This design comes from an exercise in tuning for small area and a short achievable clock period on the open sky130 flow, not from production work.
At most, simulation tests tie the RTL to the original design; equivalence was not proved.

job 2065:
## main
module main (
    input wire clk,
    input wire rst,
    input wire [7:0] in,
    input wire [2:0] op,
    input wire apply,
    output wire [7:0] tail,
    output wire empty,
    output reg valid
);
    reg [7:0] q0, q1, q2, q3, q4;
    reg [2:0] c;     
    assign tail  = q0;
    assign empty = (c == 3'd0);
    reg [7:0] a, b;
    always @* begin
        case ({c[2], c[0]})
            2'd0: begin a = q1; b = q0; end
            2'd1: begin a = q2; b = q1; end
            2'd2: begin a = q3; b = q2; end
            default: begin a = q4; b = q3; end
        endcase
    end
    wire [7:0] quo, rem;
    divmul8 u_div (.n(b), .d(a), .mul(op[1] & op[0]), .q(quo), .r(rem));
    wire       sub = op[2];
    wire [7:0] sum;
    addsub8 u_as (.a(a), .b(b), .sub(sub), .y(sum));
    reg [7:0] res;
    always @* begin
        case (op)
            3'd0:    res = in;
            3'd3:    res = rem;      
            3'd5:    res = quo;
            3'd6:    res = rem;
            default: res = sum;
        endcase
    end
    wire full = c[2] & c[0];
  ...
make LEC_CHECK=0 ABC_AREA=1 CAP_MARGIN=0 CORE_MARGIN=2 CORE_UTILIZATION=60 SETUP_SLACK_MARGIN=5 SLEW_MARGIN=0 TNS_END_PERCENT=10 finish   # period 15.5 ns
run.sh (not shown) runs the stock make flow with config.mk's settings and CLKGATE_MAP_FILE= SYNTH_SCRIPT=/design/flow/synth_recipe.tcl, a recipe that flattens the netlist after the stock synthesis.
Setup changes, job 2065 to job 568
--- a/flow/config.mk
+++ b/flow/config.mk
@@ -11,3 +11,3 @@
 export CORE_UTILIZATION = 60
-export SETUP_SLACK_MARGIN = 5
+export SETUP_SLACK_MARGIN = 3.5
 export SLEW_MARGIN = 0
Notes after the runs:
Compared with job 2065, in job 568 clock skew shows no meaningful change; worst slew slack as a fraction of its limit now smaller. Compared with job 2065, job 568 ends up with a smaller final cell area. Job 568 ends up with a met1 usage that is 1.2 points lower than in job 2065. Job 568 vs job 2065: non-filler instance count after layout down in job 568.
diff inputs: job 568 => job 9138
--- a/flow/config.mk
+++ b/flow/config.mk
@@ -11,3 +11,3 @@
 export CORE_UTILIZATION = 60
-export SETUP_SLACK_MARGIN = 3.5
+export SETUP_SLACK_MARGIN = 3
 export SLEW_MARGIN = 0
### Flow results
- | total vias in the final route | job 9138 vs job 568 | better |

The RTL this note starts from:
==> flow/design.v <==
module divu8 (
    input  wire [7:0] n,
    input  wire [7:0] d,
    output wire [7:0] q,
    output wire [7:0] r
);
    wire [9:0] d1 = {2'b00, d};
    wire [9:0] d2 = {1'b0, d, 1'b0};
    wire [9:0] d3 = d1 + d2;
    wire [7:0] rr [0:4];
    assign rr[4] = 8'd0;
    genvar k;
    generate
        for (k = 3; k >= 0; k = k - 1) begin : st
            localparam W = 8 - 2 * k;
            wire [9:0] x;
            if (W == 2) begin : w2
                assign x = {8'd0, n[2*k+1], n[2*k]};
            end else begin : wn
                assign x = {{(10-W){1'b0}}, rr[k+1][W-3:0], n[2*k+1], n[2*k]};
            end
            wire g1 = x >= d1;
            wire g2 = x >= d2;
            wire g3 = x >= d3;
            wire [W-1:0] s1 = x[W-1:0] - d1[W-1:0];
            wire [W-1:0] s2 = x[W-1:0] - d2[W-1:0];
            wire [W-1:0] s3 = x[W-1:0] - d3[W-1:0];
            assign q[2*k+1] = g2;
            assign q[2*k]   = g3 | (g1 & ~g2);
            wire [W-1:0] nr = g3 ? s3 : g2 ? s2 : g1 ? s1 : x[W-1:0];
            assign rr[k] = nr;
        end
    endgenerate
    assign r = rr[0];
endmodule
module main (
    input wire clk,
    input wire rst,
    input wire [7:0] in,
    input wire [2:0] op,
    input wire apply,
    output wire [7:0] tail,
    output wire empty,
    output reg valid
);
    reg [7:0] q0, q1, q2, q3, q4;
    reg [2:0] c;     
    assign tail  = q0;
    assign empty = (c == 3'd0);
    reg [7:0] a, b;
    always @* begin
        case ({c[2], c[0]})
            2'd0: begin a = q1; b = q0; end
            2'd1: begin a = q2; b = q1; end
            2'd2: begin a = q3; b = q2; end
            default: begin a = q4; b = q3; end
        endcase
    end
    wire [7:0] quo, rem;
    divu8 u_div (.n(b), .d(a), .q(quo), .r(rem));
    wire       sub = op[2];
    wire [7:0] sum = b + (a ^ {8{sub}}) + {7'd0, sub};
    reg [7:0] res;
    always @* begin
        case (op)
            3'd0:    res = in;
            3'd3:    res = a * b;
            3'd5:    res = quo;
            3'd6:    res = rem;
            default: res = sum;
        endcase
    end
    wire full = c[2] & c[0];
    wire ge2  = c[2] | c[1];
    wire ge1  = c != 3'd0;
    wire bad = (op == 3'd7)
             | ((op == 3'd0) & full)
             | ((op == 3'd1) & ~ge1)
             | ((op != 3'd0) & (op != 3'd1) & ~ge2)
             | (((op == 3'd5) | (op == 3'd6)) & (a == 8'd0));
    always @(posedge clk) begin
        if (apply && op != 3'd1) begin
            q0 <= res;
            q1 <= q0;
            q2 <= q1;
            q3 <= q2;
            q4 <= q3;
        end
    end
    always @(posedge clk or posedge rst) begin
        if (rst) begin
            c     <= 3'd0;
            valid <= 1'b1;
        end else if (apply) begin
            if (op == 3'd0) c <= c + 3'd1;
            else            c <= c - 3'd1;
            if (bad) valid <= 1'b0;
        end
    end
endmodule
Settings: LEC_CHECK=0, CAP_MARGIN=20, CORE_MARGIN=2, CORE_UTILIZATION=60, SETUP_SLACK_MARGIN=5, SLEW_MARGIN=20; clock period 15.5 ns.
Change:
==> flow/flow/run.sh (new file) <==
#!/bin/bash
MARGIN=$(cat flow/margin.txt)
sed "s/SETUP_SLACK_MARGIN=[0-9.]*/SETUP_SLACK_MARGIN=$MARGIN/" standard.sh > standard_margin.sh
bash standard_margin.sh > standard.log 2>&1
==> flow/flow/margin.txt (new file) <==
8
==> flow/standard.sh (new file) <==
#!/bin/bash
# synth_recipe.tcl (not shown) runs the flow's synth.tcl, then flattens the netlist and writes it again
# the make line also repeats each setting of config.mk as NAME=value (left out here)
make -C /OpenROAD-flow-scripts/flow DESIGN_CONFIG=/design/flow/config.mk WORK_HOME=/design/flow/orfs CLKGATE_MAP_FILE= SYNTH_SCRIPT=/design/flow/synth_recipe.tcl "${@:-finish}"
- ABC_AREA: unset -> 1
removed: flow/run.sh
Effect: Die area came out higher by 1.9%; core utilization came out higher by 8.2 points; routed wire length came out higher by 17%; hold slack barely changes; flip-flop and latch count does not change; non-clock buffer count came out higher by 66; final cell count came out higher by 25%; setup slack is better by 1900 ps.
No functional check of the RTL was part of any run of this note.

## separate check: timing with driven ports
Ports are ideal in the flow. The routed layouts listed here were re-timed in OpenROAD.
Step 1 (the two cells are an assumption about what drives the block):
set clk [get_ports {clk}]
set_driving_cell -lib_cell sky130_fd_sc_hd__clkbuf_16 $clk
set_driving_cell -lib_cell sky130_fd_sc_hd__buf_2 [delete_from_list [all_inputs] $clk]
Step 2 times the ports against the registers' clock, not the clock port: input delays grow and output delays shrink by t, the midpoint of the rising clock arrivals with the driver on.
a / b / c = ideal / step 1 / step 2; a / b = the first two.
run | shift t [ns] | slack for setup (ns) | hold slack, ns | worst data-port slew with drivers (ns) | pins driven straight from the clock port
job 2065 | 0.325 | 4.861 / 4.861 / 4.651 | 0.478 / 0.478 / 0.478 | 0.04 | 1
job 568 | 0.322 | 4.195 / 4.195 / 4.047 | 0.482 / 0.482 / 0.482 | 0.04 | 1
job 9138 | 0.322 | 3.900 / 3.900 / 3.900 | 0.483 / 0.483 / 0.483 | 0.04 | 1
the first run of note 2 | 0.329 | 5.251 / 5.251 / 5.251 | 0.481 / 0.481 / 0.481 | 0.03 | 1
the second run of note 2 | 0.322 | 7.143 / 7.143 / 7.143 | 0.481 / 0.481 / 0.481 | 0.04 | 1
After both steps every run listed still meets setup and hold. For job 2065, which loses most, drivers alone change the setup slack by 0.000 ns; drivers and shift together by -0.210 ns.
